Background: an optimization exercise with open tools, aiming at small area and a short achievable clock period. Do not read the settings as production practice.
Only simulation tests tie the RTL to the original design; equivalence was not proved.
In every run shown here, the design's own scripts or RTL, not TritonCTS, make the clock network.
The clock port is modelled as an ideal driver, which makes a skipped or thinned clock tree look cheaper than it is; a real chip needs a root buffer or a tree.
Power figures rest on the tool's default switching activity, not on a simulated workload.

==> flow/flow/run.sh <==
#!/bin/bash
# Standard layout (the standard.sh, standard synthesis unchanged) with
# three changes:
#  - port buffers are buf_2 cells instead of the slow clkdlybuf4s50_1 that
#    buffer_ports picks by default;
#  - after global placement, flow/outff.tcl moves each flip-flop that drives
#    an output port buffer next to that buffer (detailed placement legalizes);
#  - the clock tree is a balanced two-level inverter tree built by
#    flow/mycts.tcl in place of clock_tree_synthesis.
set -euo pipefail
export MYCTS_LEAF_SIZE=20
export MYCTS_MID=4
export MYCTS_BUF=sky130_fd_sc_hd__clkinv_8
export MYCTS_MIDBUF=sky130_fd_sc_hd__clkinv_16
bash standard.sh \
  "BUFFER_PORTS_ARGS=-buffer_cell sky130_fd_sc_hd__buf_2" \
  "POST_GLOBAL_PLACE_TCL=$PWD/flow/outff.tcl" \
  "PRE_CTS_TCL=$PWD/flow/mycts.tcl" \
  finish > standard.log 2>&1
==> flow/flow/mycts.tcl <==
# Two-level clock tree built by hand, used in place of clock_tree_synthesis.
# The clock port drives a few mid buffers; each drives leaf buffers placed at
# the centroids of k-means clusters of the flip-flops; every flip-flop is
# driven by a leaf buffer. All clock buffers are sky130_fd_sc_hd__clkbuf_16.

proc kmeans {pts k iters} {
  # pts: list of {x y}; returns list of cluster index per point
  set n [llength $pts]
  set cent {}
  # seed: points spread along sorted order
  set sorted [lsort -real -index 0 $pts]
  for {set i 0} {$i < $k} {incr i} {
    lappend cent [lindex $sorted [expr {int(($i + 0.5) * $n / $k)}]]
  }
  set asg [lrepeat $n 0]
  for {set it 0} {$it < $iters} {incr it} {
    set asg {}
    foreach p $pts {
      lassign $p x y
      set best 0; set bd 1e30
      set c 0
      foreach q $cent {
        lassign $q cx cy
        set d [expr {($x-$cx)*($x-$cx) + ($y-$cy)*($y-$cy)}]
        if {$d < $bd} { set bd $d; set best $c }
        incr c
      }
      lappend asg $best
    }
    set sx [lrepeat $k 0.0]; set sy [lrepeat $k 0.0]; set sn [lrepeat $k 0]
    foreach p $pts a $asg {
      lassign $p x y
      lset sx $a [expr {[lindex $sx $a] + $x}]
      lset sy $a [expr {[lindex $sy $a] + $y}]
      lset sn $a [expr {[lindex $sn $a] + 1}]
    }
    set new {}
    for {set c 0} {$c < $k} {incr c} {
      if {[lindex $sn $c] > 0} {
        lappend new [list [expr {[lindex $sx $c] / [lindex $sn $c]}] [expr {[lindex $sy $c] / [lindex $sn $c]}]]
      } else {
        lappend new [lindex $cent $c]
      }
    }
    set cent $new
  }
  return [list $asg $cent]
}

proc balance {pts cent cap} {
  # Assign each point to a cluster with room left, nearest pairs first.
  set pairs {}
  set i 0
  foreach p $pts {
    lassign $p x y
    set c 0
    foreach q $cent {
      lassign $q cx cy
      lappend pairs [list [expr {abs($x-$cx) + abs($y-$cy)}] $i $c]
      incr c
    }
    incr i
  }
  set asg [lrepeat [llength $pts] -1]
  set room [lrepeat [llength $cent] $cap]
  foreach pr [lsort -real -index 0 $pairs] {
    lassign $pr d i c
    if {[lindex $asg $i] >= 0 || [lindex $room $c] <= 0} continue
    lset asg $i $c
    lset room $c [expr {[lindex $room $c] - 1}]
  }
  return $asg
}

proc centroids {pts asg k} {
  set sx [lrepeat $k 0.0]; set sy [lrepeat $k 0.0]; set sn [lrepeat $k 0]
  foreach p $pts a $asg {
    lassign $p x y
    lset sx $a [expr {[lindex $sx $a] + $x}]
    lset sy $a [expr {[lindex $sy $a] + $y}]
    lset sn $a [expr {[lindex $sn $a] + 1}]
  }
  set cent {}
  for {set c 0} {$c < $k} {incr c} {
    set m [expr {max(1, [lindex $sn $c])}]
    lappend cent [list [expr {[lindex $sx $c] / $m}] [expr {[lindex $sy $c] / $m}]]
  }
  return $cent
}

proc inst_center {inst} {
  set b [$inst getBBox]
  return [list [expr {([$b xMin] + [$b xMax]) / 2.0}] [expr {([$b yMin] + [$b yMax]) / 2.0}]]
}

proc my_clock_tree {} {
  set leaf_size [expr {[info exists ::env(MYCTS_LEAF_SIZE)] ? $::env(MYCTS_LEAF_SIZE) : 32}]
  set nmid [expr {[info exists ::env(MYCTS_MID)] ? $::env(MYCTS_MID) : 4}]
  set bufname [expr {[info exists ::env(MYCTS_BUF)] ? $::env(MYCTS_BUF) : "sky130_fd_sc_hd__clkbuf_16"}]
  set block [ord::get_db_block]
  set master [[ord::get_db] findMaster $bufname]
  set midname [expr {[info exists ::env(MYCTS_MIDBUF)] ? $::env(MYCTS_MIDBUF) : $bufname}]
  set mmaster [[ord::get_db] findMaster $midname]
  set clk [$block findNet clk]
  set sinks {}
  set pts {}
  foreach it [$clk getITerms] {
    lappend sinks $it
    lappend pts [inst_center [$it getInst]]
  }
  set n [llength $sinks]
  set k [expr {int(ceil(double($n) / $leaf_size))}]
  puts "mycts: $n sinks, $k leaf buffers, $nmid mid buffers"
  lassign [kmeans $pts $k 30] asg cent
  set cap [expr {int(ceil(double($n) / $k))}]
  for {set r 0} {$r < 8} {incr r} {
    set asg [balance $pts $cent $cap]
    set cent [centroids $pts $asg $k]
  }
  # leaves
  set leaves {}
  for {set c 0} {$c < $k} {incr c} {
    set inst [odb::dbInst_create $block $master "clkbuf_leaf_${c}_clk"]
    set net [odb::dbNet_create $block "clknet_leaf_${c}_clk"]
    $net setSigType CLOCK
    [$inst getFirstOutput] connect $net
    lassign [lindex $cent $c] x y
    $inst setLocation [expr {int($x)}] [expr {int($y)}]
    $inst setPlacementStatus PLACED
    lappend leaves $inst
  }
  foreach it $sinks a $asg {
    $it disconnect
    $it connect [$block findNet "clknet_leaf_${a}_clk"]
  }
  # mids
  lassign [kmeans $cent $nmid 30] masg mcent
  for {set m 0} {$m < $nmid} {incr m} {
    set inst [odb::dbInst_create $block $mmaster "clkbuf_mid_${m}_clk"]
    set net [odb::dbNet_create $block "clknet_mid_${m}_clk"]
    $net setSigType CLOCK
    [$inst getFirstOutput] connect $net
    [$inst findITerm A] connect $clk
    lassign [lindex $mcent $m] x y
    $inst setLocation [expr {int($x)}] [expr {int($y)}]
    $inst setPlacementStatus PLACED
  }
  foreach leaf $leaves a $masg {
    [$leaf findITerm A] connect [$block findNet "clknet_mid_${a}_clk"]
  }
  $clk setSigType CLOCK
  catch {global_connect}
  set_propagated_clock [all_clocks]
  puts "mycts: done"
}

rename clock_tree_synthesis orig_clock_tree_synthesis
proc clock_tree_synthesis {args} { my_clock_tree }
==> flow/flow/outff.tcl <==
# After global placement: move each flip-flop that drives an output port's
# buffer next to that buffer, so the flop's output wire is short. Detailed
# placement legalizes the moved cells afterwards.
proc move_output_flops {} {
  set block [ord::get_db_block]
  set die [$block getDieArea]
  set cx [expr {([$die xMin] + [$die xMax]) / 2.0}]
  set cy [expr {([$die yMin] + [$die yMax]) / 2.0}]
  set step [expr {[info exists ::env(OUTFF_STEP_UM)] ? $::env(OUTFF_STEP_UM) : 6.0}]
  set step [expr {$step * [$block getDbUnitsPerMicron]}]
  set moved 0
  foreach bt [$block getBTerms] {
    if {[$bt getIoType] != "OUTPUT"} continue
    set net [$bt getNet]
    if {$net == "NULL"} continue
    set buf ""
    foreach it [$net getITerms] {
      if {[$it isOutputSignal]} { set buf [$it getInst] }
    }
    if {$buf == ""} continue
    set ff ""
    foreach it [$buf getITerms] {
      if {[$it isInputSignal]} {
        set n [$it getNet]
        if {$n == "NULL"} continue
        foreach j [$n getITerms] {
          if {[$j isOutputSignal] && [[[$j getInst] getMaster] isSequential]} { set ff [$j getInst] }
        }
      }
    }
    if {$ff == ""} continue
    lassign [$buf getLocation] bx by
    set dx [expr {$cx - $bx}]; set dy [expr {$cy - $by}]
    set d [expr {hypot($dx, $dy)}]
    if {$d < 1} continue
    set x [expr {int($bx + $step * $dx / $d)}]
    set y [expr {int($by + $step * $dy / $d)}]
    $ff setLocation $x $y
    incr moved
  }
  puts "outff: moved $moved output flip-flops next to their port buffers"
}
move_output_flops
==> flow/standard.sh <==
#!/bin/bash
# synth_recipe.tcl (not shown) runs the flow's synth.tcl, then flattens the netlist and writes it again
# the make line also repeats each setting of config.mk as NAME=value (left out here)
make -C /OpenROAD-flow-scripts/flow DESIGN_CONFIG=/design/flow/config.mk WORK_HOME=/design/flow/orfs CLKGATE_MAP_FILE= SYNTH_SCRIPT=/design/flow/synth_recipe.tcl "${@:-finish}"
==> flow/config.mk <==
export PLATFORM = sky130hd
export DESIGN_NAME = fifo_top
export DESIGN_NICKNAME = fifo_top
export VERILOG_FILES = /design/flow/design.v
export SDC_FILE = /design/flow/constraint.sdc
export NUM_CORES = 4
export LEC_CHECK = 0
export CAP_MARGIN = 20
export CORE_MARGIN = 2
export CORE_UTILIZATION = 60
export SETUP_SLACK_MARGIN = 2.75
export SLEW_MARGIN = 20
==> flow/constraint.sdc <==
create_clock -name core_clock -period 4.5 [get_ports {clk}]
set_input_delay 0.9000 -clock core_clock [delete_from_list [all_inputs] [get_ports {clk}]]
set_output_delay 0.9000 -clock core_clock [all_outputs]
set_load 0.01 [all_outputs]
==> flow/design.v <==
module fifo_top (
    input         clk,
    input         rst,         
    input  [63:0] inputs,
    input         in_vld,
    output        fifo_rdy,
    output [63:0] outputs,
    output        fifo_vld,
    input         mac_rdy
  );
  fifo #(.WORD_L(8), .DEPTH(8), .PORT_L(8)) u_fifo (
    .clk      (clk),
    .rst      (rst),
    .inputs   (inputs),
    .in_vld   (in_vld),
    .fifo_rdy (fifo_rdy),
    .outputs  (outputs),
    .fifo_vld (fifo_vld),
    .mac_rdy  (mac_rdy)
  );
endmodule

module fifo #(parameter WORD_L= 8, DEPTH= 8, PORT_L= 8) (
    input                                   clk,
    input                                   rst,
    input [PORT_L - 1 : 0] [WORD_L -1 : 0]  inputs,
    input                                   in_vld,
    output                                  fifo_rdy,
    output [PORT_L - 1 : 0] [WORD_L -1 : 0] outputs,
    output                                  fifo_vld,
    input                                   mac_rdy
  );
  localparam W = PORT_L * WORD_L;
  localparam M = DEPTH - 1;                 
  logic [M-1:0][W-1:0] mem;
  logic [W-1:0]        out_q;
  logic [M-1:0]        wr_oh;               
  logic [M-1:0]        rd_oh;               
  logic [DEPTH-1:0]    lvl;                 
  logic                rdy_q;               
  logic [M-1:0]        we_q;                
  logic                wr_en, rd_en, inc, dec, load, to_mem, from_mem;
  logic [DEPTH-1:0]    lvl_n;
  logic [M-1:0]        wr_oh_n;
  logic [W-1:0]        head;
  assign fifo_rdy = rdy_q;
  assign fifo_vld = lvl[0];
  assign outputs  = out_q;
  assign wr_en    = in_vld  & rdy_q;
  assign rd_en    = mac_rdy & lvl[0];
  assign inc      = wr_en & ~rd_en;
  assign dec      = rd_en & ~wr_en;
  assign load     = mac_rdy | ~lvl[0];
  assign from_mem = mac_rdy & lvl[1];       
  assign to_mem   = wr_en & (lvl[1] | (lvl[0] & ~mac_rdy));
  always_comb begin
    for (int i = 0; i < DEPTH; i++) begin
      if (inc)      lvl_n[i] = (i == 0) ? 1'b1 : lvl[i-1];
      else if (dec) lvl_n[i] = (i == DEPTH-1) ? 1'b0 : lvl[i+1];
      else          lvl_n[i] = lvl[i];
    end
  end
  assign wr_oh_n = to_mem ? {wr_oh[M-2:0], wr_oh[M-1]} : wr_oh;
  always_ff @(posedge clk) begin
    if (!rst) begin
      lvl   <= '0;
      rdy_q <= 1'b1;
      wr_oh <= M'(1);
      we_q  <= M'(1);
      rd_oh <= M'(1);
    end else begin
      lvl   <= lvl_n;
      rdy_q <= ~lvl_n[DEPTH-1];
      wr_oh <= wr_oh_n;
      we_q  <= lvl_n[DEPTH-1] ? '0 : wr_oh_n;
      if (from_mem) rd_oh <= {rd_oh[M-2:0], rd_oh[M-1]};
    end
  end
  always_comb begin
    head = '0;
    for (int k = 0; k < M; k++)
      head = head | (mem[k] & {W{rd_oh[k]}});
  end
  always_ff @(posedge clk) begin
    for (int k = 0; k < M; k++)
      if (we_q[k]) mem[k] <= inputs;
  end
  always_ff @(posedge clk)
    if (load) out_q <= lvl[1] ? head : inputs;
endmodule
==> impl_metrics.py, run 1 <==
metrics = {
    "drt": {
        "ant_nets": 0,
        "routed_wl_um": 43500,
        "vias": 10400,
        "drt_iter0_markers": 1227,
        "firstDrtPassIters": 7,
        "via_per_inst": 6.68,
        "drc": 0,
        "wl_per_cell_um": 28.0,
    },
    "synthesis": {
        "synth_ff_type": "edfxtp_1",
        "async_flop_share": 0,
        "yosys_warnings": 1,
        "synth_nets": 1086,
        "synth_top_cell_by_area": "edfxtp_1",
        "syn_area_per_cell_um2": 19.0,
        "synthesis.area_um2": 19300,
        "yosysTopAreaCellShare": 0.798,
        "syn_inst": 1016,
        "synth_edf_count": 512,
        "ys_seq_area_frac": 0.829,
        "netlist_top_cells_area": "edfxtp_1 (80%), a22oi_1 (5.0%), a222oi_1 (3.3%), dfxtp_1 (3.1%), a41oi_1 (2.9%)",
        "ys_seq_elements": 542,
        "synth_cell_types": 26,
    },
    "setup_path": {
        "path_cells": "buf_12 > nor2b_4 > clkinvlp_4 > buf_12 > buf_8 > buf_16",
        "max_stage_delay_ps": 180,
        "crit_required_ps": 4460,
        "crit_path_top_delay_cell": "buf_12",
        "cpMostUsedCell": "buf_12",
        "cp_top_family": "buffers and inverters",
        "crit_fanout": 8,
        "path_class": "in2reg",
        "setup.worst_path.end_class": "flip-flop",
        "crit_arrival_ps": 1760,
        "path_buf_inv": 5,
        "worst-path-stages": 6,
        "crit_path_start_kind": "input port",
        "r2r_cells": 3,
    },
    "floorplan": {
        "io_pins": 134,
        "core_um2": 31600,
        "die_y_um": 183,
        "rows": 65,
        "dieArea_um2": 33600,
        "initial_core_util": 0.611,
        "die_w_um": 183,
    },
    "clocking": {
        "clk_pin_slew_ps": 90,
        "clock_latency_ps": 250,
    },
    "timing": {
        "slew_headroom": 0.561,
        "final-setup-viol-count": 0,
        "report.final.hold_viol_count": 0,
        "worstMarginPinSlew_ps": 658,
        "maxSlewViolCount": 0,
        "min_period_ps": 1800,
        "timing.hold.ws_ps": 523,
        "fmax_mhz": 556,
        "finClkSkew_ps": 59.9,
        "finalCritPeriodShare": 0.400,
        "setup_tns_ps": 0,
        "fin_ws_ps": 2700,
        "rsz0062_at_grt": "true",
    },
    "run_status": {
        "status": "complete, no violations",
    },
    "global_routing": {
        "grt_max_degree": 57,
        "antenna_found_initial": 6,
        "overflow": 0,
        "grt_pass1_wl_um": 64000,
        "grt_usage": 0.259,
        "grt_pass1_vias": 10200,
    },
    "pwr": {
        "p_per_area_nw_per_um2": 381,
        "power_leakage_uw": 0.00678,
        "ir_worst_vdd_mv": 0.247,
    },
    "final_layout": {
        "final_core_util": 0.675,
        "fin_cells": 1554,
        "post_route_cells_drive_above_1_share": 0.198,
        "final_nets": 1221,
        "regArea_um2": 16000,
        "multi_input_area_um2": 2940,
        "syn_to_final_growth_pct": 10.6,
        "final.fill_count": 2076,
    },
    "flow_run": {
        "drv_cap": 0,
    },
    "place": {
        "port_buffers": 133,
        "place_hpwl_um": 21200,
        "dp.cells": 1503,
        "pre_cts_ws_ps": 2040,
    },
    "min_path": {
        "min_path_cells": 2,
        "hold_path_class": "reg2reg",
    },
}
[synth_stat cells, types with 4 or more instances]
library cell,instances
edfxtp_1,512
a22oi_1,128
nor2_1,70
a222oi_1,64
a41oi_1,64
buf_2,43
dfxtp_1,30
nand2_1,19
clkbuf_1,17
mux2i_1,13
nand3_1,8
o21ai_0,7
a21boi_0,6
and2_1,6
nor2b_1,6
buf_6,5
buf_1,4
inv_1,4
[worst paths after layout]
path	startpoint	to	slack [ps]
hold / removal	u_fifo.wr_oh[6]	u_fifo.wr_oh[0]	520
setup reg to reg	u_fifo.rd_oh[4]	u_fifo.out_q[50]	2790
hold reg to reg	u_fifo.wr_oh[6]	u_fifo.wr_oh[0]	520
setup / recovery	mac_rdy	u_fifo.out_q[16]	2700
[what timing repair did]
| item | in CTS | in global routing |
|---|---|---|
| hold buffers | 0 | 0 |
| pin swaps | 1 | 4 |
| setup buffers | 10 | 3 |
| resized for setup | 30 | 20 |
| endpoints found under the hold margin | 0 | 0 |
| gates cloned | 3 | 0 |
| setup endpoints to repair | 291 | 77 |
[final cells by class]
type,count,area share
diodes,3,0.000352
inverters,36,0.0280
multi-input cells,400,0.138
flip-flops and latches,542,0.752
well taps,402,0.0236
repair buffers,171,0.0580
[where the power goes]
| group | leakage, µW | total [µW] | internal, µW | switching [µW] |
|---|---|---|---|---|
| Sequential | 0.00504 | 5720 | 5660 | 62.6 |
| Combinational | 0.00150 | 428 | 171 | 257 |
| Clock | 0.000239 | 1970 | 323 | 1640 |
[layer usage]
metal / share of wire / GRT usage / wire, µm
met4: 0.027 / 0.0659 / 1170
met3: 0.087 / 0.0439 / 3790
met5: 0.00094 / 0 / 41
met2: 0.48 / 0.423 / 20800
met1: 0.41 / 0.372 / 17700
[registers in the layout (all words and copies together) (netlist names)]
signal and count:
u_fifo.mem 448, u_fifo.out_q 64, u_fifo.lvl 8, u_fifo.rd_oh 7, u_fifo.we_q 7, u_fifo.wr_oh 7
u_fifo.rdy_q 1
[per-stage QoR]
step,cell area [µm²],power [µW]
after floorplan,19300,6020
after global placement,20300,6220
after detailed placement,20300,6230
after CTS,21200,8190
after global routing,21300,8400
final,21300,8120
[tightest hold or removal path: stages, from the launching register on]
cell and delay (ps):
dfxtp_1 330, mux2i_1 90, nand2_1 70
[cell families after synthesis]
group,after synthesis,synth area share
flip-flops,542,0.829
AO/OA/AOI/OAI,273,0.118
AND/OR/NAND/NOR,112,0.0247
buffers and inverters,74,0.0197
multiplexers,13,0.00675
adder cells (fa/ha/maj),2,0.00130
[cells in the final DEF (no fill, tap or decap)]
cell type / n
nand2b_4: 1
o21ai_1: 2
edfxtp_1: 512
nor2_1: 70
buf_2: 132
nand3_1: 8
nand2_4: 1
clkinv_16: 4
nor2b_4: 1
o311a_1: 1
ha_1: 1
buf_4: 8
nand2_1: 17
nand2b_1: 1
mux2i_1: 13
a222oi_1: 64
o211ai_1: 1
dfxtp_1: 14
inv_1: 2
nor2b_1: 6
buf_6: 13
ha_4: 1
a22oi_1: 128
clkinv_8: 28
diode_2: 3
buf_8: 6
buf_12: 7
o21ai_0: 6
buf_16: 5
clkinvlp_4: 1
a41oi_1: 64
o21ai_4: 1
nand2_2: 1
and2_1: 6
inv_4: 1
a21boi_0: 6
dfxtp_2: 4
dfxtp_4: 12
==> run 2: changes to the inputs <==
--- a/flow/config.mk
+++ b/flow/config.mk
@@ -10,3 +10,3 @@
 export CORE_UTILIZATION = 60
-export SETUP_SLACK_MARGIN = 2.75
+export SETUP_SLACK_MARGIN = 2.8
 export SLEW_MARGIN = 20
==> impl_metrics.py, run 2 <==
metrics = {
    "drt": {
        "vias": 10300,
        "drc": 0,
        "firstDrtPassIters": 5,
        "via_per_inst": 6.60,
        "wl_per_cell_um": 27.7,
        "routed_wl_um": 43200,
        "ant_nets": 0,
        "drt_iter0_markers": 1222,
    },
    "synthesis": {
        "async_flop_share": 0,
        "synth_top_cell_by_area": "edfxtp_1",
        "netlist_top_cells_area": "edfxtp_1 (80%), a22oi_1 (5.0%), a222oi_1 (3.3%), dfxtp_1 (3.1%), a41oi_1 (2.9%)",
        "synth_ff_type": "edfxtp_1",
        "syn_inst": 1016,
        "syn_area_per_cell_um2": 19.0,
        "ys_seq_elements": 542,
        "synthTopCellsByCount": "edfxtp_1 (512), a22oi_1 (128), nor2_1 (70), a222oi_1 (64), a41oi_1 (64)",
        "yosysTopAreaCellShare": 0.798,
        "yosys_warnings": 1,
        "synth_nets": 1086,
        "ys_seq_area_frac": 0.829,
        "synthesis.area_um2": 19300,
        "synth_cell_types": 26,
        "synth_edf_count": 512,
        "synth.most_common_cell": "edfxtp_1",
    },
    "clocking": {
        "ctsHoldBuffers": 0,
        "clock_latency_ps": 250,
        "clk_pin_slew_ps": 80,
    },
    "setup_path": {
        "crit_required_ps": 3600,
        "setup.worst_path.end_class": "output pin",
        "r2r_cells": 3,
        "cp_top_family": "flip-flops",
        "max_stage_delay_ps": 410,
        "path_class": "reg2out",
        "crit_path_top_delay_cell": "edfxtp_1",
        "crit_path_start_kind": "flip-flop",
        "critPathLaunch": "u_fifo.out_q[1]",
        "path_cells": "buf_6",
        "path_buf_inv": 1,
        "crit_arrival_ps": 800,
        "r2r_end": "u_fifo.out_q[20]",
        "crit_fanout": 1,
        "reg2reg_slack_ps": 2870,
        "r2r-start": "u_fifo.rd_oh[5]",
    },
    "floorplan": {
        "rows": 65,
        "initial_core_util": 0.611,
        "die_w_um": 183,
        "io_pins": 134,
        "die_y_um": 183,
        "core_um2": 31600,
        "dieArea_um2": 33600,
    },
    "flow_run": {
        "drv_cap": 0,
    },
    "global_routing": {
        "grt_pass1_vias": 10100,
        "overflow": 0,
        "grt_pass1_wl_um": 63400,
        "grt_max_degree": 67,
        "grt_usage": 0.256,
        "antenna_found_initial": 5,
    },
    "timing": {
        "maxSlewViolCount": 0,
        "setup_tns_ps": 0,
        "worstMarginPinSlew_ps": 700,
        "finClkSkew_ps": 67.0,
        "rsz0062_at_grt": "true",
        "finalCritPeriodShare": 0.379,
        "report.final.hold_viol_count": 0,
        "min_period_ps": 1700,
        "final-setup-viol-count": 0,
        "slew_headroom": 0.533,
        "fmax_mhz": 587,
    },
    "pwr": {
        "ir_worst_vdd_mv": 0.318,
        "power_leakage_uw": 0.00682,
        "p_per_area_nw_per_um2": 378,
        "combPwrFrac": 0.054,
        "intPower_uw": 6170,
        "swShare": 0.242,
        "power_frac_seq": 0.703,
        "clkPwrFrac": 0.242,
        "p_sw_uw": 1970,
    },
    "place": {
        "port_buffers": 133,
        "place_hpwl_um": 21000,
        "place_area_um2": 20300,
        "dp.cells": 1503,
    },
    "final_layout": {
        "mostFrequentLayoutCells": "edfxtp_1 (512), buf_2 (129), a22oi_1 (128)",
        "top_register": "u_fifo.mem",
        "final_common_cell": "edfxtp_1",
        "final_nets": 1229,
        "multi_input_area_um2": 3010,
        "top_regs": "u_fifo.mem (448), u_fifo.out_q (64), u_fifo.lvl (8)",
        "final.fill_count": 2070,
        "largest_register_ffs": 448,
        "regArea_um2": 16000,
        "post_route_cells_drive_above_1_share": 0.212,
        "stdcell_area_um2": 21500,
        "syn_to_final_growth_pct": 11.6,
        "fin_cells": 1560,
        "final_core_util": 0.682,
    },
    "min_path": {
        "worst_hold_path.endpoint": "u_fifo.we_q[4]",
        "min_from": "u_fifo.wr_oh[4]",
        "min_path_cells": 2,
        "hold_path_class": "reg2reg",
    },
    "run_status": {
        "status": "complete, no violations",
    },
}
==> run 2: worst min-delay path, cell delays in order, from the launching register on <==
cell and delay, ps:
dfxtp_1 350, mux2i_2 80, nor2_1 80
==> run 2: per-stage QoR <==
step | setup slack [ps] | hold WS [ps] | power (µW)
after global routing | 2750 | 511 | 8420
after floorplan | 2000 | 454 | 6020
after global placement | 1820 | 475 | 6220
final | 2800 | 496 | 8140
after CTS | 2750 | 491 | 8190
after detailed placement | 1870 | 485 | 6230
==> run 2: cell families (layout without fill, tap and decap cells) <==
| family | after synthesis | in the layout | share of synthesized area |
|---|---|---|---|
| other cells | 0 | 1 | 0 |
| compound gates | 273 | 273 | 0.118 |
| buf+inv | 74 | 215 | 0.0197 |
| mux | 13 | 13 | 0.00675 |
| flops | 542 | 542 | 0.829 |
| simple gates | 112 | 112 | 0.0247 |
| fa+ha+maj | 2 | 2 | 0.00130 |
==> run 2: power by group through the flow <==
stage / clock network (µW) / logic (µW) / registers [µW]
2_1_floorplan: 0 / 150 / 5870
3_3_place_gp: 0 / 366 / 5850
3_5_place_dp: 0 / 381 / 5840
4_1_cts: 2030 / 435 / 5720
5_1_grt: 2200 / 481 / 5740
6_report: 1970 / 441 / 5720
==> run 2: area by class of cell <==
type,instances,area share
sequential,542,0.745
multi-input combinational,400,0.140
inverter,36,0.0278
timing repair buffer,179,0.0632
tap,402,0.0234
antenna,1,0.000116
==> run 2: worst max path at each step <==
stage                        to  slack (ps)  cells after the start
2_1_floorplan   u_fifo.out_q[0]        2000                      3
3_3_place_gp   u_fifo.out_q[30]        1820                      5
3_5_place_dp   u_fifo.out_q[25]        1870                      5
4_1_cts                fifo_vld        2750                      1
5_1_grt          u_fifo.we_q[6]        2750                      8
6_report             outputs[1]        2800                      1
==> run 2: repair_timing <==
item                       in CTS  in global routing
pin swaps                       8                 10
buffers inserted               20                  1
resized for setup              46                 32
hold endpoints to repair        0                  0
setup endpoints to repair     317                 51
cloned                          3                  0
==> run 2: layer usage <==
layer  GRT usage  share of wire  vias to the layer above
li1            -              -                     4552
met1       0.367           0.41                     5256
met2       0.427           0.48                      408
met3      0.0423          0.085                       69
met4      0.0448          0.019                        8
met5           0         0.0011                        -
==> run 3: changes to the inputs <==
--- a/flow/design.v
+++ b/flow/design.v
@@ -81,3 +81,3 @@
     for (int k = 0; k < M; k++)
-      head = head | (mem[k] & {W{rd_oh[k]}});
+      head = head | (mem[k] & {W{from_mem & rd_oh[k]}});
   end
@@ -88,3 +88,5 @@
   always_ff @(posedge clk)
-    if (load) out_q <= lvl[1] ? head : inputs;
+    out_q <= (out_q  & {W{~load}})
+           | (inputs & {W{load & ~lvl[1]}})
+           | head;
 endmodule
==> impl_metrics.py, run 3 <==
metrics = {
    "setup_path": {
        "r2r-start": "u_fifo.rd_oh[0]",
        "max_stage_delay_ps": 200,
        "path_cells": "buf_12 > nor2b_4 > buf_12 > clkbuf_16 > buf_12 > buf_16 > buf_4 > a221oi_2 > o21ai_1",
        "crit_path_start_kind": "input port",
        "crit_arrival_ps": 2020,
        "cp_top_family": "buffers and inverters",
        "critPathLaunch": "mac_rdy",
        "setup.worst_path.end_class": "flip-flop",
        "path_buf_inv": 6,
        "crit_required_ps": 4580,
        "crit_fanout": 5,
        "path_class": "in2reg",
        "worst-path-stages": 9,
        "r2r_cells": 5,
        "crit_path_top_delay_cell": "a221oi_2",
        "cpMostUsedCell": "buf_12",
    },
    "global_routing": {
        "antenna_found_initial": 6,
        "grt_pass1_vias": 11000,
        "grt_usage": 0.285,
        "grt_pass1_wl_um": 71000,
        "grt_max_degree": 72,
        "overflow": 0,
    },
    "timing": {
        "timing.hold.ws_ps": 483,
        "fin_ws_ps": 2560,
        "min_period_ps": 1940,
        "finalCritPeriodShare": 0.432,
        "fmax_mhz": 515,
        "final-setup-viol-count": 0,
        "finClkSkew_ps": 51.6,
        "setup_tns_ps": 0,
        "report.final.hold_viol_count": 0,
        "slew_headroom": 0.545,
        "worstMarginPinSlew_ps": 683,
        "rsz0062_at_grt": "true",
        "maxSlewViolCount": 0,
    },
    "synthesis": {
        "synthesis.area_um2": 19800,
        "ys_seq_elements": 542,
        "synth_nets": 1226,
        "synth_ff_type": "edfxtp_1",
        "yosysTopAreaCellShare": 0.680,
        "syn_inst": 1156,
        "syn_area_per_cell_um2": 17.1,
        "netlist_top_cells_area": "edfxtp_1 (68%), dfxtp_1 (9.5%), a22oi_1 (4.9%), a221oi_2 (4.3%), a221oi_1 (3.2%)",
        "synth_cell_types": 28,
        "synth_top_cell_by_area": "edfxtp_1",
        "synth_edf_count": 448,
        "synthTopCellsByCount": "edfxtp_1 (448), a22oi_1 (128), dfxtp_1 (94), nand2_1 (87), a221oi_1 (72)",
        "synth.most_common_cell": "edfxtp_1",
        "yosys_warnings": 1,
        "ys_seq_area_frac": 0.775,
        "async_flop_share": 0,
    },
    "clocking": {
        "ctsHoldBuffers": 0,
        "clock_latency_ps": 240,
        "clk_pin_slew_ps": 90,
    },
    "final_layout": {
        "mostFrequentLayoutCells": "edfxtp_1 (448), buf_2 (133), a22oi_1 (128)",
        "final_nets": 1367,
        "final.fill_count": 2229,
        "top_regs": "u_fifo.mem (448), u_fifo.out_q (64), u_fifo.lvl (8)",
        "largest_register_ffs": 448,
        "top_register": "u_fifo.mem",
        "fin_cells": 1740,
        "post_route_cells_drive_above_1_share": 0.268,
        "final_common_cell": "edfxtp_1",
        "syn_to_final_growth_pct": 13.3,
        "regArea_um2": 15400,
        "multi_input_area_um2": 4320,
    },
    "pwr": {
        "intPower_uw": 6210,
        "ir_worst_vdd_mv": 0.267,
        "p_sw_uw": 2180,
        "combPwrFrac": 0.082,
        "swShare": 0.260,
        "power_leakage_uw": 0.00750,
        "p_per_area_nw_per_um2": 375,
        "power_frac_seq": 0.676,
        "fin_total_pwr_uw": 8390,
        "clkPwrFrac": 0.242,
    },
    "drt": {
        "wl_per_cell_um": 28.9,
        "routed_wl_um": 50200,
        "drt_iter0_markers": 1014,
        "ant_nets": 0,
        "drc": 0,
        "via_per_inst": 6.52,
        "firstDrtPassIters": 5,
        "vias": 11300,
    },
    "min_path": {
        "min_path_cells": 2,
        "hold_path_class": "reg2reg",
        "min_from": "u_fifo.mem[256]",
    },
    "floorplan": {
        "rows": 66,
        "die_w_um": 186,
        "core_um2": 32500,
        "initial_core_util": 0.608,
        "dieArea_um2": 34400,
        "io_pins": 134,
        "die_y_um": 186,
    },
    "place": {
        "place_hpwl_um": 22700,
        "pre_cts_ws_ps": 1850,
        "dp.cells": 1672,
        "port_buffers": 133,
    },
    "run_status": {
        "status": "complete, no violations",
    },
    "flow_run": {
        "drv_cap": 0,
    },
}
run 3: repair_timing:
action / in CTS / in global routing
pin swaps: 6 / 6
gates cloned: 10 / 4
buffers inserted: 12 / 7
setup endpoints to repair: 235 / 86
resized for setup: 50 / 18
endpoints found under the hold margin: 0 / 0
run 3: final cells by class:
type                       instances  area share
multi-input combinational        531       0.193
tap                              442      0.0247
inverter                          35      0.0264
sequential                       542       0.687
timing repair buffer             187      0.0687
antenna                            3    0.000335
run 3: path summary, 6_finish.rpt:
check | end | slack, ps
max | u_fifo.out_q[16] | 2560
min | u_fifo.out_q[0] | 480
max reg2reg | u_fifo.out_q[4] | 2720
min reg2reg | u_fifo.out_q[0] | 480
run 3: worst reg2reg max path, cell delays in order (launching register included):
cell,delay (ps)
dfxtp_4,670
buf_6,410
a22oi_1,170
nand2_1,100
a221oi_1,50
o21ai_1,280
run 3: per-layer routing:
layer / vias to the layer above / track usage / part of all wire
li1: 4974 / - / -
met1: 5840 / 0.407 / 0.43
met2: 454 / 0.472 / 0.48
met3: 67 / 0.0423 / 0.067
met4: 6 / 0.0592 / 0.019
met5: - / 0 / 0.00078
run 3: kinds of logic (layout without fill, tap and decap cells):
group / count (synthesis) / in the layout / share of synthesized area
compound gates: 338 / 338 / 0.145
fa+ha+maj: 2 / 2 / 0.00127
buf+inv: 85 / 222 / 0.0231
flops: 542 / 542 / 0.775
mux: 13 / 13 / 0.00658
other cells: 0 / 3 / 0
simple gates: 176 / 178 / 0.0483
run 3: power by group through the flow:
stage | Clock, µW | Sequential, µW | Combinational [µW]
3_3_place_gp | 0 | 5790 | 553
6_report | 2030 | 5670 | 688
2_1_floorplan | 0 | 5810 | 313
3_5_place_dp | 0 | 5790 | 571
5_1_grt | 2260 | 5690 | 747
4_1_cts | 2070 | 5670 | 660
run 3: per-stage QoR:
step	utilization	instance area, µm²
2_1_floorplan	-	20000
3_3_place_gp	0.645	21000
3_5_place_dp	0.645	21000
4_1_cts	0.680	22100
5_1_grt	0.688	22400
6_report	0.688	22400
==> run 4: changes to the inputs <==
--- a/flow/design.v
+++ b/flow/design.v
@@ -81,3 +81,3 @@
     for (int k = 0; k < M; k++)
-      head = head | (mem[k] & {W{from_mem & rd_oh[k]}});
+      head = head | (mem[k] & {W{rd_oh[k]}});
   end
@@ -88,5 +88,3 @@
   always_ff @(posedge clk)
-    out_q <= (out_q  & {W{~load}})
-           | (inputs & {W{load & ~lvl[1]}})
-           | head;
+    if (load) out_q <= lvl[1] ? head : inputs;
 endmodule
--- a/flow/flow/run.sh
+++ b/flow/flow/run.sh
@@ -14,2 +14,3 @@
 export MYCTS_MIDBUF=sky130_fd_sc_hd__clkinv_16
+export OUTFF_MOVE_BUF=1
 bash standard.sh \
--- a/flow/flow/outff.tcl
+++ b/flow/flow/outff.tcl
@@ -31,2 +31,9 @@
     if {$ff == ""} continue
+    if {[info exists ::env(OUTFF_MOVE_BUF)] && $::env(OUTFF_MOVE_BUF)} {
+      # keep the flip-flop, bring the port buffer to it
+      lassign [$ff getLocation] fx fy
+      $buf setLocation [expr {int($fx + $step)}] $fy
+      incr moved
+      continue
+    }
     lassign [$buf getLocation] bx by
==> impl_metrics.py, run 4 <==
metrics = {
    "run_status": {
        "status": "complete, no violations",
    },
    "synthesis": {
        "yosysTopAreaCellShare": 0.798,
        "synth_top_cell_by_area": "edfxtp_1",
        "yosys_warnings": 1,
        "synth_cell_types": 26,
        "syn_area_per_cell_um2": 19.0,
        "ys_seq_area_frac": 0.829,
        "synthTopCellsByCount": "edfxtp_1 (512), a22oi_1 (128), nor2_1 (70), a222oi_1 (64), a41oi_1 (64)",
        "async_flop_share": 0,
        "synth_nets": 1086,
        "synth_ff_type": "edfxtp_1",
        "ys_seq_elements": 542,
        "synth.most_common_cell": "edfxtp_1",
        "netlist_top_cells_area": "edfxtp_1 (80%), a22oi_1 (5.0%), a222oi_1 (3.3%), dfxtp_1 (3.1%), a41oi_1 (2.9%)",
        "syn_inst": 1016,
        "synth_edf_count": 512,
        "synthesis.area_um2": 19300,
    },
    "setup_path": {
        "path_class": "in2reg",
        "crit_path_start_kind": "input port",
        "crit_arrival_ps": 1730,
        "r2r-start": "u_fifo.we_q[6]",
        "crit_path_top_delay_cell": "clkbuf_16",
        "path_cells": "buf_12 > nor2b_4 > clkinvlp_4 > buf_12 > buf_12 > clkbuf_16",
        "crit_required_ps": 4470,
        "crit_fanout": 5,
        "cpMostUsedCell": "buf_12",
        "r2r_end": "u_fifo.mem[421]",
        "r2r_cells": 1,
        "reg2reg_slack_ps": 2850,
        "max_stage_delay_ps": 160,
        "setup.worst_path.end_class": "flip-flop",
        "critPathLaunch": "mac_rdy",
    },
    "min_path": {
        "min_from": "u_fifo.rd_oh[3]",
        "hold_path_class": "reg2reg",
        "min_path_cells": 2,
        "worst_hold_path.endpoint": "u_fifo.rd_oh[3]",
    },
    "drt": {
        "wl_per_cell_um": 28.1,
        "routed_wl_um": 44100,
        "drc": 0,
        "drt_iter0_markers": 1204,
        "ant_nets": 0,
        "via_per_inst": 6.61,
        "vias": 10400,
        "firstDrtPassIters": 6,
    },
    "timing": {
        "rsz0062_at_grt": "true",
        "fmax_mhz": 570,
        "slew_headroom": 0.530,
        "min_period_ps": 1760,
        "worstMarginPinSlew_ps": 705,
        "report.final.hold_viol_count": 0,
        "finalCritPeriodShare": 0.390,
        "finClkSkew_ps": 44.6,
        "setup_tns_ps": 0,
        "final-setup-viol-count": 0,
        "maxSlewViolCount": 0,
    },
    "floorplan": {
        "die_w_um": 183,
        "initial_core_util": 0.611,
        "core_um2": 31600,
        "rows": 65,
        "dieArea_um2": 33600,
        "io_pins": 134,
        "die_y_um": 183,
    },
    "clocking": {
        "clock_latency_ps": 240,
        "clk_pin_slew_ps": 70,
    },
    "pwr": {
        "p_per_area_nw_per_um2": 379,
        "power_leakage_uw": 0.00692,
        "ir_worst_vdd_mv": 0.279,
        "fin_total_pwr_uw": 8210,
    },
    "place": {
        "dp.cells": 1503,
        "port_buffers": 133,
        "place_hpwl_um": 21100,
    },
    "final_layout": {
        "syn_to_final_growth_pct": 12.3,
        "final_core_util": 0.686,
        "final_common_cell": "edfxtp_1",
        "top_regs": "u_fifo.mem (448), u_fifo.out_q (64), u_fifo.lvl (8)",
        "final_nets": 1238,
        "mostFrequentLayoutCells": "edfxtp_1 (512), buf_2 (130), a22oi_1 (128)",
        "fin_cells": 1569,
        "top_register": "u_fifo.mem",
        "post_route_cells_drive_above_1_share": 0.215,
        "largest_register_ffs": 448,
    },
    "global_routing": {
        "grt_pass1_wl_um": 64100,
        "grt_usage": 0.257,
        "grt_pass1_vias": 10300,
        "overflow": 0,
        "antenna_found_initial": 3,
        "grt_max_degree": 67,
    },
    "flow_run": {
        "drv_cap": 0,
    },
}
[run 4: cell count changes in the layout (fill, tap and decap cells not counted), moves of 36 or more]
| cell | change |
|---|---|
| a221oi_2 | -58 |
| o21ai_1 | -67 |
| a222oi_1 | +64 |
| a221oi_1 | -70 |
| dfxtp_1 | -61 |
| a41oi_1 | +64 |
| nor2_1 | +64 |
| nand2_1 | -68 |
| edfxtp_1 | +64 |
| nor3b_1 | -36 |
[run 4: cell families after synthesis]
family          after synthesis  share of synthesized area
buf+inv                      74                     0.0197
compound gates              273                      0.118
fa+ha+maj                     2                    0.00130
simple gates                112                     0.0247
flops                       542                      0.829
mux                          13                    0.00675
[run 4: metal layers]
| metal | wire, µm | vias up | global-route usage |
|---|---|---|---|
| li1 | - | 4578 | - |
| met1 | 17900 | 5353 | 0.359 |
| met2 | 22100 | 387 | 0.442 |
| met3 | 3520 | 48 | 0.0455 |
| met4 | 578 | 4 | 0.0362 |
| met5 | 24 | - | 0 |
[run 4: cell type report]
cell class	instances	area [µm²]
Antenna cell	1	2.50
Tap cell	402	503
Fill cell	2090	9920
Inverter	36	597
Timing Repair Buffer	188	1510
Multi-Input combinational cell	400	2990
Sequential cell	542	16000
[run 4: stage by stage]
stage	hold WS [ps]	instance area, µm²	setup slack (ps)
after floorplan	454	19300	2000
after detailed placement	485	20300	1810
final	502	21600	2740
after CTS	499	21400	2740
after global placement	475	20300	1820
after global routing	529	21600	2720
[run 4: worst max-delay path: cells and delay by family]
family / cells / cell delay [ps]
and+or+nand+nor: 1 / 130
buffers and inverters: 5 / 690
[run 4: how the worst max path moves through the flow]
stage / cells after the start / to / slack [ps]
floorplan: 3 / u_fifo.out_q[0] / 2000
global placement: 5 / u_fifo.out_q[30] / 1820
detailed placement: 5 / u_fifo.out_q[46] / 1810
CTS: 1 / fifo_vld / 2740
global route: 6 / u_fifo.out_q[37] / 2720
finish: 6 / u_fifo.out_q[37] / 2740
[run 4: what timing repair did]
item | CTS | global route
cloned | 5 | 3
pin swaps | 6 | 5
buffers inserted | 19 | 6
setup endpoints to repair | 329 | 133
hold buffers | 0 | 0
resized for setup | 43 | 21
[run 4: report_power, final]
group | internal, µW | switching (µW)
clock | 324 | 1700
combinational | 200 | 269
sequential | 5660 | 59.7
==> run 5: changes to the inputs <==
--- a/flow/flow/run.sh
+++ b/flow/flow/run.sh
@@ -14,3 +14,2 @@
 export MYCTS_MIDBUF=sky130_fd_sc_hd__clkinv_16
-export OUTFF_MOVE_BUF=1
 bash standard.sh \
@@ -19,2 +18,3 @@
   "PRE_CTS_TCL=$PWD/flow/mycts.tcl" \
+  "IO_CONSTRAINTS=$PWD/flow/io.tcl" \
   finish > standard.log 2>&1
==> flow/flow/io.tcl (new file) <==
# Pin sides: the producer side (data in, in_vld, rst) on the left edge and the
# consumer side (data out, fifo_vld, fifo_rdy, mac_rdy) on the right edge, so
# each bit's storage sits in a row between its input and output pins.
set_io_pin_constraint -pin_names {inputs[*] in_vld rst} -region left:*
set_io_pin_constraint -pin_names {outputs[*] fifo_vld fifo_rdy mac_rdy} -region right:*
--- a/flow/flow/outff.tcl
+++ b/flow/flow/outff.tcl
@@ -31,9 +31,2 @@
     if {$ff == ""} continue
-    if {[info exists ::env(OUTFF_MOVE_BUF)] && $::env(OUTFF_MOVE_BUF)} {
-      # keep the flip-flop, bring the port buffer to it
-      lassign [$ff getLocation] fx fy
-      $buf setLocation [expr {int($fx + $step)}] $fy
-      incr moved
-      continue
-    }
     lassign [$buf getLocation] bx by
==> impl_metrics.py, run 5 <==
metrics = {
    "run_status": {
        "status": "complete, no violations",
    },
    "pwr": {
        "p_per_area_nw_per_um2": 374,
        "power_leakage_uw": 0.00703,
        "ir_worst_vdd_mv": 0.290,
    },
    "timing": {
        "report.final.hold_viol_count": 0,
        "maxSlewViolCount": 0,
        "min_period_ps": 1770,
        "setup_tns_ps": 0,
        "finClkSkew_ps": 50.9,
        "final-setup-viol-count": 0,
        "slew_headroom": 0.623,
        "worstMarginPinSlew_ps": 565,
        "finalCritPeriodShare": 0.393,
        "fin_ws_ps": 2730,
        "rsz0062_at_grt": "true",
        "timing.hold.ws_ps": 549,
        "fmax_mhz": 566,
    },
    "setup_path": {
        "crit_path_start_kind": "input port",
        "crit_arrival_ps": 1900,
        "crit_required_ps": 4640,
        "path_buf_inv": 4,
        "setup.worst_path.end_class": "flip-flop",
        "cp_top_family": "buffers and inverters",
        "crit_path_top_delay_cell": "mux2i_1",
        "crit_fanout": 7,
        "max_stage_delay_ps": 360,
        "path_cells": "buf_12 > nand2_4 > inv_4 > buf_4 > o21ai_4 > buf_12 > mux2i_1 > nor2b_1",
        "path_class": "in2reg",
        "cpMostUsedCell": "buf_12",
    },
    "synthesis": {
        "yosys_warnings": 1,
        "ys_seq_area_frac": 0.829,
        "synthTopCellsByCount": "edfxtp_1 (512), a22oi_1 (128), nor2_1 (70), a222oi_1 (64), a41oi_1 (64)",
        "synthesis.area_um2": 19300,
        "synth_ff_type": "edfxtp_1",
        "synth_cell_types": 26,
        "synth.most_common_cell": "edfxtp_1",
        "yosysTopAreaCellShare": 0.798,
        "ys_seq_elements": 542,
        "synth_edf_count": 512,
        "syn_inst": 1016,
        "synth_top_cell_by_area": "edfxtp_1",
        "syn_area_per_cell_um2": 19.0,
        "netlist_top_cells_area": "edfxtp_1 (80%), a22oi_1 (5.0%), a222oi_1 (3.3%), dfxtp_1 (3.1%), a41oi_1 (2.9%)",
        "synth_nets": 1086,
        "async_flop_share": 0,
    },
    "final_layout": {
        "top_register": "u_fifo.mem",
        "syn_to_final_growth_pct": 14.5,
        "final_nets": 1261,
        "fin_cells": 1601,
        "final.fill_count": 1990,
        "regArea_um2": 16000,
        "largest_register_ffs": 448,
        "multi_input_area_um2": 3210,
        "stdcell_area_um2": 22100,
        "top_regs": "u_fifo.mem (448), u_fifo.out_q (64), u_fifo.lvl (8)",
        "post_route_cells_drive_above_1_share": 0.254,
        "final_common_cell": "edfxtp_1",
        "mostFrequentLayoutCells": "edfxtp_1 (512), a22oi_1 (128), buf_2 (128)",
    },
    "global_routing": {
        "grt_usage": 0.308,
        "grt_pass1_vias": 10100,
        "grt_max_degree": 59,
        "grt_pass1_wl_um": 72900,
        "overflow": 0,
        "antenna_found_initial": 45,
    },
    "clocking": {
        "ctsHoldBuffers": 0,
        "clock_latency_ps": 250,
        "clk_pin_slew_ps": 90,
    },
    "place": {
        "pre_cts_ws_ps": 2030,
        "dp.cells": 1507,
        "place_area_um2": 20400,
        "port_buffers": 133,
        "place_hpwl_um": 29500,
    },
    "drt": {
        "via_per_inst": 6.95,
        "ant_nets": 0,
        "drt_iter0_markers": 1790,
        "wl_per_cell_um": 33.5,
        "drc": 0,
        "firstDrtPassIters": 6,
        "vias": 11100,
        "routed_wl_um": 53600,
    },
    "min_path": {
        "hold_path_class": "reg2reg",
    },
    "floorplan": {
        "dieArea_um2": 33600,
        "io_pins": 134,
        "rows": 65,
        "die_y_um": 183,
        "core_um2": 31600,
        "initial_core_util": 0.611,
        "die_w_um": 183,
    },
    "flow_run": {
        "drv_cap": 0,
    },
}
==> run 5: cell counts after synthesis <==
Identical to the previous run, type by type.
==> run 5: cell families (layout without fill, tap and decap cells) <==
group	after synthesis	count (layout)	share of synthesized area
and+or+nand+nor	112	112	0.0247
buffers and inverters	74	247	0.0197
AOI/OAI and AO/OA	273	273	0.118
adders and majority gates	2	2	0.00130
muxes	13	13	0.00675
other	0	10	0
DFF	542	542	0.829
==> run 5: final timing paths <==
kind | startpoint | endpoint | slack, ps | depth (start not counted)
worst min register to register | u_fifo.wr_oh[6] | u_fifo.wr_oh[0] | 550 | 2
worst max-delay path | in_vld | u_fifo.wr_oh[5] | 2730 | 8
worst min-delay path | u_fifo.wr_oh[6] | u_fifo.wr_oh[0] | 550 | 2
worst max register to register | u_fifo.rd_oh[4] | u_fifo.out_q[29] | 2770 | 3
==> run 5: what timing repair did <==
action	in CTS	in global routing
endpoints found under the setup margin	352	50
resized for setup	71	28
pin swaps	12	32
buffers inserted	23	26
gates cloned	0	3
==> run 5: layer usage <==
| layer | track usage | up-vias | wire length, µm |
|---|---|---|---|
| met5 | 0 | - | 349 |
| met4 | 0.0451 | 56 | 869 |
| met3 | 0.161 | 113 | 8850 |
| met2 | 0.408 | 739 | 21600 |
| met1 | 0.466 | 5602 | 21900 |
| li1 | - | 4624 | - |
==> run 5: worst min-delay path, delay by kind of cell, from the launching register on <==
family | cells | cell delay [ps]
flops | 1 | 350
mux | 1 | 90
simple gates | 1 | 80
==> run 5: cell type report <==
cell class,instances,share of cell area
Sequential cell,542,0.727
Multi-Input combinational cell,400,0.146
Timing Repair Buffer,211,0.0764
Inverter,36,0.0271
Tap cell,402,0.0228
Antenna cell,10,0.00113
==> run 5: metrics by stage <==
step / power [µW] / utilization
after global routing: 8500 / 0.698
final: 8250 / 0.699
after CTS: 8250 / 0.684
after floorplan: 6020 / -
after detailed placement: 6270 / 0.646
after global placement: 6270 / 0.646
==> run 5: where the power goes <==
part / internal, µW / switching [µW] / leakage, µW / total (µW)
clock: 323 / 1700 / 0.000239 / 2030
sequential: 5660 / 60.3 / 0.00504 / 5720
combinational: 182 / 321 / 0.00175 / 502
total: 6170 / 2090 / 0.00703 / 8250
==> run 6: changes to the inputs <==
--- a/flow/design.v
+++ b/flow/design.v
@@ -37,3 +37,3 @@
   logic [M-1:0]        wr_oh;               
-  logic [M-1:0]        rd_oh;               
+  logic [M-1:0]        rsel;                
   logic [DEPTH-1:0]    lvl;                 
@@ -43,3 +43,3 @@
   logic [DEPTH-1:0]    lvl_n;
-  logic [M-1:0]        wr_oh_n;
+  logic [M-1:0]        wr_oh_n, rd_oh, rd_oh_n;
   logic [W-1:0]        head;
@@ -62,3 +62,5 @@
   end
-  assign wr_oh_n = to_mem ? {wr_oh[M-2:0], wr_oh[M-1]} : wr_oh;
+  assign rd_oh   = lvl[1] ? rsel : wr_oh;
+  assign wr_oh_n = to_mem   ? {wr_oh[M-2:0], wr_oh[M-1]} : wr_oh;
+  assign rd_oh_n = from_mem ? {rd_oh[M-2:0], rd_oh[M-1]} : rd_oh;
   always_ff @(posedge clk) begin
@@ -69,3 +71,3 @@
       we_q  <= M'(1);
-      rd_oh <= M'(1);
+      rsel  <= '0;
     end else begin
@@ -75,3 +77,3 @@
       we_q  <= lvl_n[DEPTH-1] ? '0 : wr_oh_n;
-      if (from_mem) rd_oh <= {rd_oh[M-2:0], rd_oh[M-1]};
+      rsel  <= lvl_n[1] ? rd_oh_n : '0;
     end
@@ -79,5 +81,5 @@
   always_comb begin
-    head = '0;
+    head = inputs & {W{~lvl[1]}};
     for (int k = 0; k < M; k++)
-      head = head | (mem[k] & {W{rd_oh[k]}});
+      head = head | (mem[k] & {W{rsel[k]}});
   end
@@ -88,3 +90,3 @@
   always_ff @(posedge clk)
-    if (load) out_q <= lvl[1] ? head : inputs;
+    if (load) out_q <= head;
 endmodule
--- a/flow/flow/run.sh
+++ b/flow/flow/run.sh
@@ -18,3 +18,2 @@
   "PRE_CTS_TCL=$PWD/flow/mycts.tcl" \
-  "IO_CONSTRAINTS=$PWD/flow/io.tcl" \
   finish > standard.log 2>&1
removed: flow/flow/io.tcl
==> impl_metrics.py, run 6 <==
metrics = {
    "setup_path": {
        "path_class": "in2reg",
        "crit_required_ps": 4650,
        "crit_fanout": 8,
        "reg2reg_slack_ps": 2870,
        "setup.worst_path.end_class": "flip-flop",
        "r2r_cells": 2,
        "crit_arrival_ps": 1890,
        "r2r-start": "u_fifo.rsel[6]",
        "crit_path_start_kind": "input port",
        "r2r_end": "u_fifo.out_q[22]",
    },
    "synthesis": {
        "yosysTopAreaCellShare": 0.804,
        "synthTopCellsByCount": "edfxtp_1 (512), a22oi_1 (256), nand4_1 (64), clkbuf_1 (35), dfxtp_1 (30)",
        "ys_seq_area_frac": 0.836,
        "synth_ff_type": "edfxtp_1",
        "synthesis.area_um2": 19100,
        "syn_area_per_cell_um2": 18.9,
        "synth_edf_count": 512,
        "synth_cell_types": 23,
        "yosys_warnings": 1,
        "synth.most_common_cell": "edfxtp_1",
        "synth_nets": 1079,
        "syn_inst": 1009,
        "async_flop_share": 0,
        "synth_top_cell_by_area": "edfxtp_1",
        "netlist_top_cells_area": "edfxtp_1 (80%), a22oi_1 (10%), dfxtp_1 (3.1%), nand4_1 (2.1%), mux2i_1 (1.0%)",
        "ys_seq_elements": 542,
    },
    "floorplan": {
        "dieArea_um2": 33300,
        "rows": 65,
        "initial_core_util": 0.607,
        "die_y_um": 183,
        "io_pins": 134,
        "core_um2": 31500,
        "die_w_um": 183,
    },
    "global_routing": {
        "grt_pass1_wl_um": 64400,
        "overflow": 0,
        "grt_pass1_vias": 10200,
        "antenna_found_initial": 4,
        "grt_max_degree": 67,
        "grt_usage": 0.262,
    },
    "drt": {
        "drc": 0,
        "drt_iter0_markers": 1009,
        "ant_nets": 0,
        "routed_wl_um": 45100,
        "via_per_inst": 6.70,
        "firstDrtPassIters": 5,
        "vias": 10300,
        "wl_per_cell_um": 29.2,
    },
    "timing": {
        "report.final.hold_viol_count": 0,
        "maxSlewViolCount": 0,
        "slew_headroom": 0.254,
        "finClkSkew_ps": 43.6,
        "setup_tns_ps": 0,
        "fmax_mhz": 573,
        "worstMarginPinSlew_ps": 1120,
        "final-setup-viol-count": 0,
        "finalCritPeriodShare": 0.387,
        "rsz0062_at_grt": "true",
        "min_period_ps": 1740,
        "fin_ws_ps": 2760,
    },
    "final_layout": {
        "final.fill_count": 2104,
        "syn_to_final_growth_pct": 11.3,
        "mostFrequentLayoutCells": "edfxtp_1 (512), a22oi_1 (256), buf_2 (128)",
        "top_register": "u_fifo.mem",
        "top_regs": "u_fifo.mem (448), u_fifo.out_q (64), u_fifo.lvl (8)",
        "post_route_cells_drive_above_1_share": 0.204,
        "final_core_util": 0.676,
        "multi_input_area_um2": 2990,
        "regArea_um2": 16000,
        "final_nets": 1212,
        "largest_register_ffs": 448,
        "final_common_cell": "edfxtp_1",
    },
    "clocking": {
        "ctsHoldBuffers": 0,
        "clock_latency_ps": 240,
        "clk_pin_slew_ps": 80,
    },
    "place": {
        "place_hpwl_um": 19100,
        "port_buffers": 133,
        "pre_cts_ws_ps": 1820,
    },
    "flow_run": {
        "drv_cap": 0,
    },
    "min_path": {
        "worst_hold_path.endpoint": "u_fifo.out_q[63]",
        "min_path_cells": 2,
        "min_from": "u_fifo.mem[319]",
        "hold_path_class": "reg2reg",
    },
    "run_status": {
        "status": "complete, no violations",
    },
    "pwr": {
        "ir_worst_vdd_mv": 0.277,
        "power_leakage_uw": 0.00677,
        "p_per_area_nw_per_um2": 387,
    },
}
==> run 6: cell count changes after synthesis, moves of 6 or more <==
cell | previous run | this run
a22oi_1 | 128 | 256
mux2i_1 | 13 | 20
nand3_1 | 8 | 0
nand2_1 | 19 | 12
nand4_1 | 0 | 64
a21boi_0 | 6 | 0
nor2_1 | 70 | 13
a222oi_1 | 64 | 0
clkbuf_1 | 17 | 35
a41oi_1 | 64 | 0
buf_2 | 43 | 16
buf_1 | 4 | 10
a211oi_1 | 0 | 7
==> run 6: timing repair <==
item | 4_1_cts | 5_1_grt
gates cloned | 1 | 1
setup buffers | 13 | 6
setup endpoints to repair | 293 | 61
endpoints found under the hold margin | 0 | 0
resized for setup | 20 | 28
pin swaps | 3 | 7
==> run 6: worst max-delay path by stage <==
stage                     cells past startpoint          endpoint  startpoint
after floorplan                               6    u_fifo.we_q[0]     mac_rdy
after global placement                        3  u_fifo.out_q[55]     mac_rdy
after detailed placement                      3  u_fifo.out_q[58]     mac_rdy
after CTS                                     8    u_fifo.rsel[2]     mac_rdy
after global routing                          8    u_fifo.we_q[2]      in_vld
final                                         8    u_fifo.rsel[2]      in_vld
==> run 6: power breakdown <==
group          total, µW  switching (µW)  internal [µW]
registers           5780            92.4           5690
clock network       2000            1680            324
logic                454             279            175
total               8240            2050           6190
==> run 6: stage by stage <==
stage                     total power (µW)  cells  cell area (µm²)  hold slack (ps)
after floorplan                       6070   1009            19200              487
after global placement                6290   1489            20200              522
after detailed placement              6300   1489            20200              532
after CTS                             8270   1535            21100              522
after global routing                  8520   1543            21300              568
final                                 8240   1544            21300              530
==> run 6: cell type report <==
class,instances,area share
Antenna cell,2,0.000235
Timing Repair Buffer,161,0.0541
Inverter,37,0.0284
Multi-Input combinational cell,400,0.140
Tap cell,402,0.0236
Sequential cell,542,0.753
==> run 6: kinds of logic after synthesis <==
group / after synthesis / synth area share
AOI/OAI and AO/OA: 274 / 0.107
muxes: 20 / 0.0105
DFF: 542 / 0.836
buffers and inverters: 68 / 0.0152
adders and majority gates: 2 / 0.00131
and+or+nand+nor: 103 / 0.0308
==> run 6: per-layer routing <==
layer	track usage	share of wire
met1	0.390	0.42
met2	0.425	0.48
met3	0.0281	0.073
met4	0.0616	0.023
met5	0	0.00047
==> run 6: critical path: stages <==
cell and delay (ps):
buf_6 90, nand2_4 90, inv_4 40, ha_4 170, buf_6 130, o21ai_2 160, nand2_4 120, a211oi_2 180
==> run 7: changes to the inputs <==
--- a/flow/flow/run.sh
+++ b/flow/flow/run.sh
@@ -14,2 +14,3 @@
 export MYCTS_MIDBUF=sky130_fd_sc_hd__clkinv_16
+export OUTFF_MOVE_BUF=1
 bash standard.sh \
--- a/flow/flow/outff.tcl
+++ b/flow/flow/outff.tcl
@@ -31,2 +31,9 @@
     if {$ff == ""} continue
+    if {[info exists ::env(OUTFF_MOVE_BUF)] && $::env(OUTFF_MOVE_BUF)} {
+      # keep the flip-flop, bring the port buffer to it
+      lassign [$ff getLocation] fx fy
+      $buf setLocation [expr {int($fx + $step)}] $fy
+      incr moved
+      continue
+    }
     lassign [$buf getLocation] bx by
==> impl_metrics.py, run 7 <==
metrics = {
    "min_path": {
        "hold_path_class": "reg2reg",
        "min_path_cells": 2,
    },
    "pwr": {
        "swShare": 0.249,
        "power_leakage_uw": 0.00671,
        "p_sw_uw": 2060,
        "fin_total_pwr_uw": 8240,
        "combPwrFrac": 0.054,
        "power_frac_seq": 0.702,
        "clkPwrFrac": 0.244,
        "ir_worst_vdd_mv": 0.265,
        "p_per_area_nw_per_um2": 388,
        "intPower_uw": 6180,
    },
    "synthesis": {
        "synth_edf_count": 512,
        "syn_area_per_cell_um2": 18.9,
        "synth_cell_types": 23,
        "async_flop_share": 0,
        "synth.most_common_cell": "edfxtp_1",
        "netlist_top_cells_area": "edfxtp_1 (80%), a22oi_1 (10%), dfxtp_1 (3.1%), nand4_1 (2.1%), mux2i_1 (1.0%)",
        "synthesis.area_um2": 19100,
        "ys_seq_elements": 542,
        "yosysTopAreaCellShare": 0.804,
        "ys_seq_area_frac": 0.836,
        "yosys_warnings": 1,
        "syn_inst": 1009,
        "synth_nets": 1079,
        "synthTopCellsByCount": "edfxtp_1 (512), a22oi_1 (256), nand4_1 (64), clkbuf_1 (35), dfxtp_1 (30)",
        "synth_ff_type": "edfxtp_1",
        "synth_top_cell_by_area": "edfxtp_1",
    },
    "setup_path": {
        "setup.worst_path.end_class": "flip-flop",
        "crit_required_ps": 4620,
        "path_buf_inv": 2,
        "crit_path_top_delay_cell": "a211oi_2",
        "crit_path_start_kind": "input port",
        "max_stage_delay_ps": 210,
        "r2r_cells": 2,
        "crit_arrival_ps": 1900,
        "worst-path-stages": 8,
        "path_class": "in2reg",
        "path_cells": "buf_12 > nand2_8 > inv_4 > ha_4 > mux2i_2 > o21ai_4 > nand2_4 > a211oi_2",
        "crit_fanout": 8,
        "cp_top_family": "compound AO/OA/AOI/OAI gates",
    },
    "drt": {
        "drt-met1-wl_um": 18400,
        "vias": 10200,
        "firstDrtPassIters": 5,
        "dr_wl_met3_um": 3170,
        "routed_wl_um": 43300,
        "wl_met2_um": 21000,
        "via_per_inst": 6.59,
        "drc": 0,
        "highest_layer": "met5",
        "wl_per_cell_um": 28.0,
        "ant_nets": 0,
        "drt_iter0_markers": 986,
    },
    "floorplan": {
        "io_pins": 134,
        "die_y_um": 183,
        "initial_core_util": 0.607,
        "core_um2": 31500,
        "rows": 65,
        "dieArea_um2": 33300,
        "die_w_um": 183,
    },
    "run_status": {
        "status": "complete, no violations",
    },
    "clocking": {
        "clk_pin_slew_ps": 80,
        "clock_latency_ps": 250,
        "ctsHoldBuffers": 0,
    },
    "final_layout": {
        "final_common_cell": "edfxtp_1",
        "syn_to_final_growth_pct": 10.9,
        "mostFrequentLayoutCells": "edfxtp_1 (512), a22oi_1 (256), buf_2 (130)",
        "top_regs": "u_fifo.mem (448), u_fifo.out_q (64), u_fifo.lvl (8)",
        "post_route_cells_drive_above_1_share": 0.211,
        "largest_register_ffs": 448,
        "final_nets": 1212,
        "final_core_util": 0.674,
        "top_register": "u_fifo.mem",
    },
    "flow_run": {
        "drv_cap": 0,
    },
    "place": {
        "place_hpwl_um": 19000,
        "port_buffers": 133,
        "pre_cts_ws_ps": 1750,
    },
    "timing": {
        "report.final.hold_viol_count": 0,
        "slew_headroom": 0.245,
        "maxSlewViolCount": 0,
        "finClkSkew_ps": 65.0,
        "finalCritPeriodShare": 0.396,
        "fmax_mhz": 561,
        "setup_tns_ps": 0,
        "final-setup-viol-count": 0,
        "rsz0062_at_grt": "true",
        "min_period_ps": 1780,
        "fin_ws_ps": 2720,
        "worstMarginPinSlew_ps": 1130,
    },
    "global_routing": {
        "grt_max_degree": 67,
        "grt_usage": 0.255,
        "antenna_found_initial": 6,
        "overflow": 0,
        "grt_pass1_vias": 10100,
        "grt_pass1_wl_um": 63100,
    },
}
[run 7: repair_timing]
item,in CTS,in global routing
buffers inserted,17,3
endpoints found under the setup margin,271,45
pin swaps,8,11
cloned,1,0
resized for setup,30,22
[run 7: layout make-up]
| type | instances | area (µm²) |
|---|---|---|
| Sequential cell | 542 | 16000 |
| Tap cell | 402 | 503 |
| Timing Repair Buffer | 161 | 1020 |
| Fill cell | 2127 | 10300 |
| Antenna cell | 3 | 7.51 |
| Multi-Input combinational cell | 400 | 3050 |
| Inverter | 37 | 604 |
[run 7: worst paths after layout]
| kind | start | to | slack, ps |
|---|---|---|---|
| max reg2reg | u_fifo.rsel[3] | u_fifo.out_q[14] | 2840 |
| min reg2reg | u_fifo.mem[383] | u_fifo.out_q[63] | 520 |
| min | u_fifo.mem[383] | u_fifo.out_q[63] | 520 |
| max | mac_rdy | u_fifo.rsel[2] | 2720 |
[run 7: cells by family after synthesis]
| group | Yosys count | synth area share |
|---|---|---|
| flops | 542 | 0.836 |
| fa+ha+maj | 2 | 0.00131 |
| simple gates | 103 | 0.0308 |
| mux | 20 | 0.0105 |
| compound gates | 274 | 0.107 |
| buf+inv | 68 | 0.0152 |
[run 7: routing by layer]
metal | vias up | global-route usage
met2 | 394 | 0.418
met3 | 56 | 0.0347
met1 | 5265 | 0.378
li1 | 4468 | -
met4 | 6 | 0.0448
met5 | - | 0
[run 7: worst min-delay path, stage by stage (launching register included)]
cell	delay (ps)
edfxtp_1	330
a22oi_1	60
nand4_1	60
[run 7: metrics by stage]
| stage | hold slack (ps) | instance area, µm² | std cells |
|---|---|---|---|
| floorplan | 487 | 19200 | 1009 |
| global placement | 522 | 20200 | 1489 |
| detailed placement | 530 | 20200 | 1489 |
| CTS | 528 | 21100 | 1539 |
| global route | 555 | 21200 | 1543 |
| finish | 521 | 21200 | 1545 |
[run 7: power by group through the flow]
stage,sequential [µW],combinational [µW],clock [µW]
6_report,5790,442,2010
5_1_grt,5810,478,2240
4_1_cts,5790,433,2060
3_5_place_dp,5910,399,0
3_3_place_gp,5920,376,0
2_1_floorplan,5920,156,0

## static timing again, ports no longer ideal
No port has a modelled driver above. Below, the same layouts with a new extraction and two added sets of constraints.
Step 1 (the two cells are an assumption about what drives the block):
set clk [get_ports {clk}]
set_driving_cell -lib_cell sky130_fd_sc_hd__clkbuf_16 $clk
set_driving_cell -lib_cell sky130_fd_sc_hd__buf_2 [delete_from_list [all_inputs] $clk]
Step 2 moves the port delays by t, midway between the first and last clock arrival at a register: inputs arrive t later, outputs are due t later. That takes back most of the time a late clock gives input paths.
a / b / c = ideal ports / drivers / drivers and shift; a / b = the first two.
run	shift t [ns]	slack for setup (ns)	worst register clock-pin slew, ns
run 1	0.456	2.701 / 2.571 / 2.428	0.09 / 0.09
run 2	0.469	2.796 / 2.545 / 2.518	0.08 / 0.09
run 3	0.467	2.557 / 2.525 / 2.276	0.09 / 0.09
run 4	0.459	2.745 / 2.590 / 2.468	0.09 / 0.09
run 5	0.476	2.732 / 2.526 / 2.463	0.09 / 0.09
run 6	0.454	2.756 / 2.568 / 2.508	0.08 / 0.09
run 7	0.458	2.718 / 2.580 / 2.447	0.10 / 0.10
After both steps setup and hold are still met in every run listed. The setup slack of run 3, which loses most, moves by -0.032 ns with the drivers and by -0.281 ns with both steps.
